Source: an optimization exercise on an open RTL-to-GDS flow (aim: small area). Production flows keep margins and buffers that such runs may drop. At most, simulation tests tie the RTL to the original design; equivalence was not proved. The clock port is modelled as an ideal driver; clocking choices that lean on that would not hold on a real chip. Power is estimated from default activity; no workload was simulated.

== north ==
// channel_ctrl
module channel_ctrl
    #(parameter integer WIDTH = 64,
    parameter integer MAIN_FIFO_BITS = 12,
    parameter integer LOCAL_FIFO_DEPTH = 8)
    (output logic [WIDTH-2:0] channel_event,
    output logic [9:0] adc_word,
    output logic fifo_empty,
    output logic triggered_natural,
    output logic csa_reset,
    output logic sample,
    output logic clk_out,
    input logic channel_enabled,
    input logic hit,
    input logic [9:0] dout,
    input logic done,
    input logic [7:0] chip_id,
    input logic [5:0] channel_id,
    input logic [7:0] adc_burst,
    input logic [7:0] adc_hold_delay,
    input logic [31:0] timestamp_32b,
    input logic unsigned [7:0] reset_length,
    input logic enable_dynamic_reset,
    input logic cds_mode,
    input logic mark_first_packet,
    input logic read_local_fifo_n,
    input logic external_trigger,
    input logic cross_trigger,
    input logic periodic_trigger,
    input logic periodic_reset,
    input logic enable_min_delta_adc,
    input logic threshold_polarity,
    input logic [9:0] dynamic_reset_threshold,
    input logic [9:0] digital_threshold,
    input logic [7:0] min_delta_adc,
    input logic fifo_full,
    input logic fifo_half,
    input logic enable_local_fifo_diagnostics,
    input logic channel_mask,
    input logic external_trigger_mask,
    input logic cross_trigger_mask,
    input logic periodic_trigger_mask,
    input logic enable_periodic_trigger_veto,
    input logic enable_hit_veto,
    input logic clk,
    input logic reset_n);
Size in the first run: about 1500 cells after synthesis, about 20000 um^2 of cells after synthesis.
==> flow/config.mk <==
export PLATFORM = sky130hd
export DESIGN_NAME = channel_ctrl
export DESIGN_NICKNAME = channel_ctrl
export VERILOG_FILES = /design/flow/design.v
export SDC_FILE = /design/flow/constraint.sdc
export NUM_CORES = 4
export LEC_CHECK = 0
export CAP_MARGIN = 20
export CORE_MARGIN = 2
export CORE_UTILIZATION = 40
export SLEW_MARGIN = 20
==> flow/constraint.sdc <==
create_clock -name core_clock -period 10.0 [get_ports {clk}]
set_input_delay 2.0000 -clock core_clock [delete_from_list [all_inputs] [get_ports {clk}]]
set_output_delay 2.0000 -clock core_clock [all_outputs]
set_load 0.01 [all_outputs]
standard.sh (not shown) runs the stock make flow with config.mk's settings and CLKGATE_MAP_FILE= SYNTH_SCRIPT=/design/flow/synth_recipe.tcl, a recipe that flattens the netlist after the stock synthesis.
==> flow/flow/run.sh <==
#!/bin/bash
# Standard layout (the standard.sh), with the port buffers made from the
# smallest buffer cell and a clock tree of smaller buffers.
export BUFFER_PORTS_ARGS="-buffer_cell sky130_fd_sc_hd__buf_1"
export CTS_ARGS="-sink_clustering_enable -repair_clock_nets -dont_use_dummy_load -buf_list {sky130_fd_sc_hd__clkbuf_4} -root_buf sky130_fd_sc_hd__clkbuf_8 -sink_clustering_size 10 -sink_clustering_max_diameter 40"
bash standard.sh > standard.log 2>&1
north was carried through to the last stage, and its layout satisfied the timing, DRC and antenna checks.
The following lists how south was set up differently from north:
==> flow/flow/run.sh <==
#!/bin/bash
# Standard layout (the standard.sh), with the port buffers made from the
# smallest buffer cell and a clock tree of smaller buffers.
export BUFFER_PORTS_ARGS="-buffer_cell sky130_fd_sc_hd__buf_1"
export CTS_ARGS="-sink_clustering_enable -repair_clock_nets -dont_use_dummy_load -buf_list {sky130_fd_sc_hd__clkbuf_8} -root_buf sky130_fd_sc_hd__clkbuf_8 -sink_clustering_size 20 -sink_clustering_max_diameter 50"
bash standard.sh > standard.log 2>&1
Notes after the runs:
south finished every step from synthesis to the final layout, and the layout passed the timing, DRC and antenna checks.
Between south and north, combined global-route utilization of all metal layers is lower for south, north comes in above that.
Status: clock slew seen by the registers of the worst setup and hold paths parity (south, north)
south vs north on setup slack: south is the lower one.
south -> north: sequential share of layout area flat
As far as post-route cell area is concerned, north and south perform about the same.
Clock power on south is ahead of north.
Worst slew slack as a fraction of its limit: south vs north — no meaningful difference
| relative contribution of combinational cells to total power | north vs south | ≈ equal |
~same mean instance size in the synthesized netlist in south and north
Diff north..south | clock tree buffer depth | unchanged
No run of this note included a check of the RTL's function; only the layout flow was run.

---

Another version of the RTL of channel_ctrl (not shown whole).
Size: roughly 1400 cells after synthesis, ~470 flip-flops, roughly 210 I/O pins, roughly 0.019 sq mm of cells after synthesis.
Settings: LEC_CHECK=0, CAP_MARGIN=20, CORE_MARGIN=2, CORE_UTILIZATION=40, SLEW_MARGIN=20; clock period 10.0 ns.
==> flow/flow/run.sh <==
#!/bin/bash
# Standard layout (the standard.sh), with the port buffers made from the
# smallest buffer cell and a clock tree of smaller buffers.
export BUFFER_PORTS_ARGS="-buffer_cell sky130_fd_sc_hd__buf_1"
export CTS_ARGS="-sink_clustering_enable -repair_clock_nets -dont_use_dummy_load -buf_list {sky130_fd_sc_hd__clkbuf_8} -root_buf sky130_fd_sc_hd__clkbuf_8 -sink_clustering_size 20 -sink_clustering_max_diameter 50"
export POST_CTS_TCL="$PWD/flow/post_cts.tcl"
bash standard.sh > standard.log 2>&1
==> flow/flow/post_cts.tcl <==
# Sourced by ORFS at the end of CTS (POST_CTS_TCL): downsize cells on paths
# with slack to spare, then repair slew and capacitance again.
estimate_parasitics -placement
repair_timing -recover_power 100 -verbose
repair_design -slew_margin 20 -cap_margin 20 -verbose
detailed_placement
check_placement -verbose
The baseline finished clean.
Rerun with:
--- a/flow/flow/run.sh
+++ b/flow/flow/run.sh
@@ -6 +6 @@
-export POST_CTS_TCL="$PWD/flow/post_cts.tcl"
+export RECOVER_POWER=100
removed: flow/flow/post_cts.tcl
=> With this change the flow ran to the end with violations: max-capacitance violations, max-slew violations. Worst setup slack is worse by 0.55 ns. Global-route usage barely changes. Clock skew fell by 0.0048 ns. Area after synthesis stays the same. Via count fell slightly. Clock-buffer cell count is unchanged. Final area fell slightly. Combinational power fell by a few percent. Clock power stays flat. Die area is unchanged.
Rerun with:
==> flow/flow/run.sh (replaced) <==
#!/bin/bash
# Standard layout (the standard.sh), with the port buffers made from the
# smallest buffer cell and a clock tree of smaller buffers.
export BUFFER_PORTS_ARGS="-buffer_cell sky130_fd_sc_hd__buf_1"
export CTS_ARGS="-sink_clustering_enable -repair_clock_nets -dont_use_dummy_load -buf_list {sky130_fd_sc_hd__clkbuf_8} -root_buf sky130_fd_sc_hd__clkbuf_8 -sink_clustering_size 22 -sink_clustering_max_diameter 50"
bash standard.sh > standard.log 2>&1
What happened:
- With this change the flow passed the timing, DRC and antenna checks
- sequential share of layout area decreases by 0.48 points
- power increases by 0.84%
- core utilization went up by 0.34 points
- clock skew went up by 0.013 ns
- synthesized cell count does not change
- first-iteration DRC count went down by 5.9%
Rerun with:
==> flow/flow/run.sh (replaced) <==
#!/bin/bash
# Standard layout (the standard.sh), with the port buffers made from the
# smallest buffer cell and a clock tree of smaller buffers.
export BUFFER_PORTS_ARGS="-buffer_cell sky130_fd_sc_hd__buf_1"
export CTS_ARGS="-sink_clustering_enable -repair_clock_nets -dont_use_dummy_load -buf_list {sky130_fd_sc_hd__clkbuf_8} -root_buf sky130_fd_sc_hd__clkbuf_8 -sink_clustering_size 20 -sink_clustering_max_diameter 50"
export RECOVER_POWER=100
bash standard.sh > standard.log 2>&1
--- a/flow/config.mk
+++ b/flow/config.mk
@@ -10 +10,2 @@
-export CORE_UTILIZATION = 40
+export CORE_UTILIZATION = 55
+export PLACE_DENSITY = 0.75
With this change the flow ran to the end with violations: max-capacitance violations, max-slew violations.
Cell count shrinks by 7.4%.
Worst setup slack gets worse by 0.69 ns.
Flip-flop and latch count does not change.
Total power is lower by about 1.2%.
Count of clock-buffer cells in the layout decreases by 1.
Sequential share of layout area came out higher by 1.1 points.
Wire length went down by about 5%.
Via count came out higher by 1.9%.
Rerun with:
==> flow/flow/run.sh (replaced) <==
#!/bin/bash
# Standard layout (the standard.sh), with the port buffers made from the
# smallest buffer cell and a clock tree of smaller buffers.
export BUFFER_PORTS_ARGS="-buffer_cell sky130_fd_sc_hd__buf_1"
export CTS_ARGS="-sink_clustering_enable -repair_clock_nets -dont_use_dummy_load -buf_list {sky130_fd_sc_hd__clkbuf_8} -root_buf sky130_fd_sc_hd__clkbuf_8 -sink_clustering_size 20 -sink_clustering_max_diameter 70"
bash standard.sh > standard.log 2>&1
--- a/flow/config.mk
+++ b/flow/config.mk
@@ -10,2 +10 @@
-export CORE_UTILIZATION = 55
-export PLACE_DENSITY = 0.75
+export CORE_UTILIZATION = 40
After rerunning: Now the flow completed without violations; non-clock buffer count stays the same; worst setup slack is better by 0.71 ns; die area went up by 37%; final area goes up by 1.3%; hold slack is about the same; first-iteration DRC count shrinks by 9.9%; wire length increases by 4.9%; synthesized cell count does not change.
